Context: an optimization exercise on an open-source flow, tuned for small area, a short achievable clock period and few clock cycles. The choices shown serve that exercise and are no tape-out recipe.
Only simulation tests tie the RTL to the original design; equivalence was not proved.
The flow treats the clock pin as an ideal source. Dropping or thinning the clock tree relies on that and would not hold on a real chip.
Power is estimated from default activity; no workload was simulated.

// LZ77_Encoder
module LZ77_Encoder(clk,reset,chardata,valid,encode,finish,offset,match_len,char_nxt);
Size in the first run: ~4900 um2 of cells after synthesis.
==> flow/config.mk <==
export PLATFORM = sky130hd
export DESIGN_NAME = LZ77_Encoder
export DESIGN_NICKNAME = LZ77_Encoder
export VERILOG_FILES = /design/flow/design.v
export SDC_FILE = /design/flow/constraint.sdc
export NUM_CORES = 4
export LEC_CHECK = 0
export CAP_MARGIN = 20
export CORE_MARGIN = 2
export CORE_UTILIZATION = 50
export PLACE_DENSITY = 0.85
export SLEW_MARGIN = 20
==> flow/constraint.sdc <==
create_clock -name core_clock -period 10.0 [get_ports {clk}]
set_input_delay 2.0000 -clock core_clock [delete_from_list [all_inputs] [get_ports {clk}]]
set_output_delay 2.0000 -clock core_clock [all_outputs]
set_load 0.01 [all_outputs]
standard.sh (not shown) runs the stock make flow with config.mk's settings and CLKGATE_MAP_FILE= SYNTH_SCRIPT=/design/flow/synth_recipe.tcl, a recipe that flattens the netlist after the stock synthesis.
==> flow/flow/run.sh <==
#!/bin/bash
# Own layout flow: the standard flow (standard.sh), with
#  - synthesis by flow/synth.tcl: the standard synthesis script, but ABC
#    maps the logic with an area-oriented script (flow/abc_area.script),
#  - port buffers of buf_2 instead of the default clkdlybuf4s50_1,
#  - a larger setup target for ORFS's timing repair,
#  - a one-level clock tree (flow/cts.tcl) in place of TritonCTS.
# Each step's full output goes to a log file of its own in this folder.
set -euo pipefail
export FLOW_DIR_OWN=$PWD/flow
export OWN_ABC_SCRIPT=$PWD/flow/abc_area.script
export MCT_COLS=${MCT_COLS:-2}
export MCT_ROWS=${MCT_ROWS:-2}
VARS=("SYNTH_SCRIPT=$PWD/flow/synth.tcl" "BUFFER_PORTS_ARGS=-buffer_cell sky130_fd_sc_hd__buf_2" "SETUP_SLACK_MARGIN=7.35")
bash standard.sh "${VARS[@]}" place > flow_place.log 2>&1
bash standard.sh "${VARS[@]}" run RUN_SCRIPT=$PWD/flow/cts.tcl RUN_LOG_NAME_STEM=4_1_cts > flow_cts.log 2>&1
bash standard.sh "${VARS[@]}" finish > flow_finish.log 2>&1
==> flow/flow/abc_area.script <==
strash
&get -n
&st
&dch -f
&nf -R 1000 -a
&put
topo
==> flow/flow/synth.tcl <==
# The standard synthesis (synth_recipe.tcl), with one change: ABC maps the
# logic with flow/abc_area.script instead of ORFS's speed script. Registers are
# not touched by ABC, so they are the standard synthesis's.
proc synth {args} { yosys synth -nofsm -noshare {*}$args }
proc abc {args} {
  set i [lsearch -exact $args -script]
  if { $i >= 0 } { lset args [expr {$i + 1}] $::env(OWN_ABC_SCRIPT) }
  yosys abc {*}$args
}
source $::env(SCRIPTS_DIR)/synth.tcl
# left out here: clear keep_hierarchy, flatten, clean up, hide names made inside functions, write 1_2_yosys.v
Other scripts of this flow, unchanged in this note and not shown: flow/flow/clkbuf.tcl, flow/flow/cts.tcl
The starting point finished clean.
Testbench counts at the start, summed over its fixed seeds: cycles 12,338.
Then changed:
--- a/flow/flow/run.sh
+++ b/flow/flow/run.sh
@@ -3,2 +2,0 @@
-#  - synthesis by flow/synth.tcl: the standard synthesis script, but ABC
-#    maps the logic with an area-oriented script (flow/abc_area.script),
@@ -11 +8,0 @@
-export OWN_ABC_SCRIPT=$PWD/flow/abc_area.script
@@ -14 +11 @@
-VARS=("SYNTH_SCRIPT=$PWD/flow/synth.tcl" "BUFFER_PORTS_ARGS=-buffer_cell sky130_fd_sc_hd__buf_2" "SETUP_SLACK_MARGIN=7.35")
+VARS=("BUFFER_PORTS_ARGS=-buffer_cell sky130_fd_sc_hd__buf_2" "SETUP_SLACK_MARGIN=7.35")
--- a/flow/config.mk
+++ b/flow/config.mk
@@ -11 +11 @@
-export PLACE_DENSITY = 0.85
+export PLACE_DENSITY = 0.6
removed: flow/flow/abc_area.script
removed: flow/flow/synth.tcl
Effect: The changed run finished with timing, DRC and antenna clean. Critical path depth stays the same. Wire length rises by 3.4%. Final cell count falls by 1.3%. Design area rises by about 0.9%. Register-to-register slack loses 0.04 ns. Clock skew rises by 0.0061 ns. Power falls by 1.0%. Hold slack loses 0.0057 ns. Flip-flop and latch count is unchanged. Via count falls by 2.3%. Core utilization falls by 1.0 points.
Then changed:
--- a/flow/flow/run.sh
+++ b/flow/flow/run.sh
@@ -2,0 +3,2 @@
+#  - synthesis by flow/synth.tcl: the standard synthesis script, but ABC
+#    maps the logic with an area-oriented script (flow/abc_area.script),
@@ -8,0 +11 @@
+export OWN_ABC_SCRIPT=$PWD/flow/abc_area.script
@@ -11 +14 @@
-VARS=("BUFFER_PORTS_ARGS=-buffer_cell sky130_fd_sc_hd__buf_2" "SETUP_SLACK_MARGIN=7.35")
+VARS=("SYNTH_SCRIPT=$PWD/flow/synth.tcl" "BUFFER_PORTS_ARGS=-buffer_cell sky130_fd_sc_hd__buf_2" "SETUP_SLACK_MARGIN=7.35")
==> flow/flow/abc_area.script (new file) <==
strash
&get -n
&st
&dch -f
&nf -R 1000
&put
topo
==> flow/flow/synth.tcl (new file) <==
# The standard synthesis (synth_recipe.tcl), with one change: ABC maps the
# logic with flow/abc_area.script instead of ORFS's speed script. Registers are
# not touched by ABC, so they are the standard synthesis's.
proc synth {args} { yosys synth -nofsm -noshare {*}$args }
proc abc {args} {
  set i [lsearch -exact $args -script]
  if { $i >= 0 } { lset args [expr {$i + 1}] $::env(OWN_ABC_SCRIPT) }
  yosys abc {*}$args
}
source $::env(SCRIPTS_DIR)/synth.tcl
# left out here: clear keep_hierarchy, flatten, clean up, hide names made inside functions, write 1_2_yosys.v
--- a/flow/config.mk
+++ b/flow/config.mk
@@ -11 +11 @@
-export PLACE_DENSITY = 0.6
+export PLACE_DENSITY = 0.85
After rerunning:
- The changed run went through all stages and came out clean
- area after synthesis fell by 5.1%
- die area fell by 4.9%
- wire length fell by 3.3%
- cell area fell by 0.92%
- hold slack improved by 0.0057 ns
- clock power hardly moves
- sequential cell count stays the same
- via count rose by 2.4%
Then changed:
==> flow/flow/abc_area.script (replaced) <==
strash
&get -n
&st
&dch -f
&nf -R 1000 -a
&put
topo
--- a/flow/config.mk
+++ b/flow/config.mk
@@ -11 +11 @@
-export PLACE_DENSITY = 0.85
+export PLACE_DENSITY = 0.6
Effect: The new run completed without violations. Die area does not change. Final area went down by 0.35%. Power is about the same. Wire length went down by 3.0%. Via count went down by 6.4%. Global-route usage went down by 0.93 points. Setup slack loses 0.0052 ns.
In every run of this note, the design's own scripts or RTL, not TritonCTS, make the clock network.

## port drivers added, routing unchanged
No port has a modelled driver above. Below, the same layouts with a new extraction and two added sets of constraints.
Step 1, drivers: a clkbuf_16 drives clk and a buf_2 each remaining input, both assumed.
Step 2 adds t to the input delays and takes it off the output delays; t is the mean of the earliest and latest rising clock arrival at the registers after step 1. Input paths then give back, and output paths get back, about the clock's delay inside the block.
a / b / c = ideal / step 1 / step 2; a / b = the first two.
run	t (ns)	setup slack, ns	worst setup path after step 2	worst slew at a driven data input, ns	pins driven straight from the clock port
the first run	0.254	7.366 / 7.284 / 7.423	input, reset recovery	0.03	4
the second run	0.254	7.361 / 7.280 / 7.305	input, reset recovery	0.03	4
the third run	0.254	7.366 / 7.284 / 7.423	input, reset recovery	0.03	4
the fourth run	0.253	7.361 / 7.283 / 7.536	register to output	0.03	4
After both steps setup and hold are still met in every run listed. For the second run, which loses most, drivers alone change the setup slack by -0.081 ns; drivers and shift together by -0.056 ns. Setup slack includes reset recovery checks.
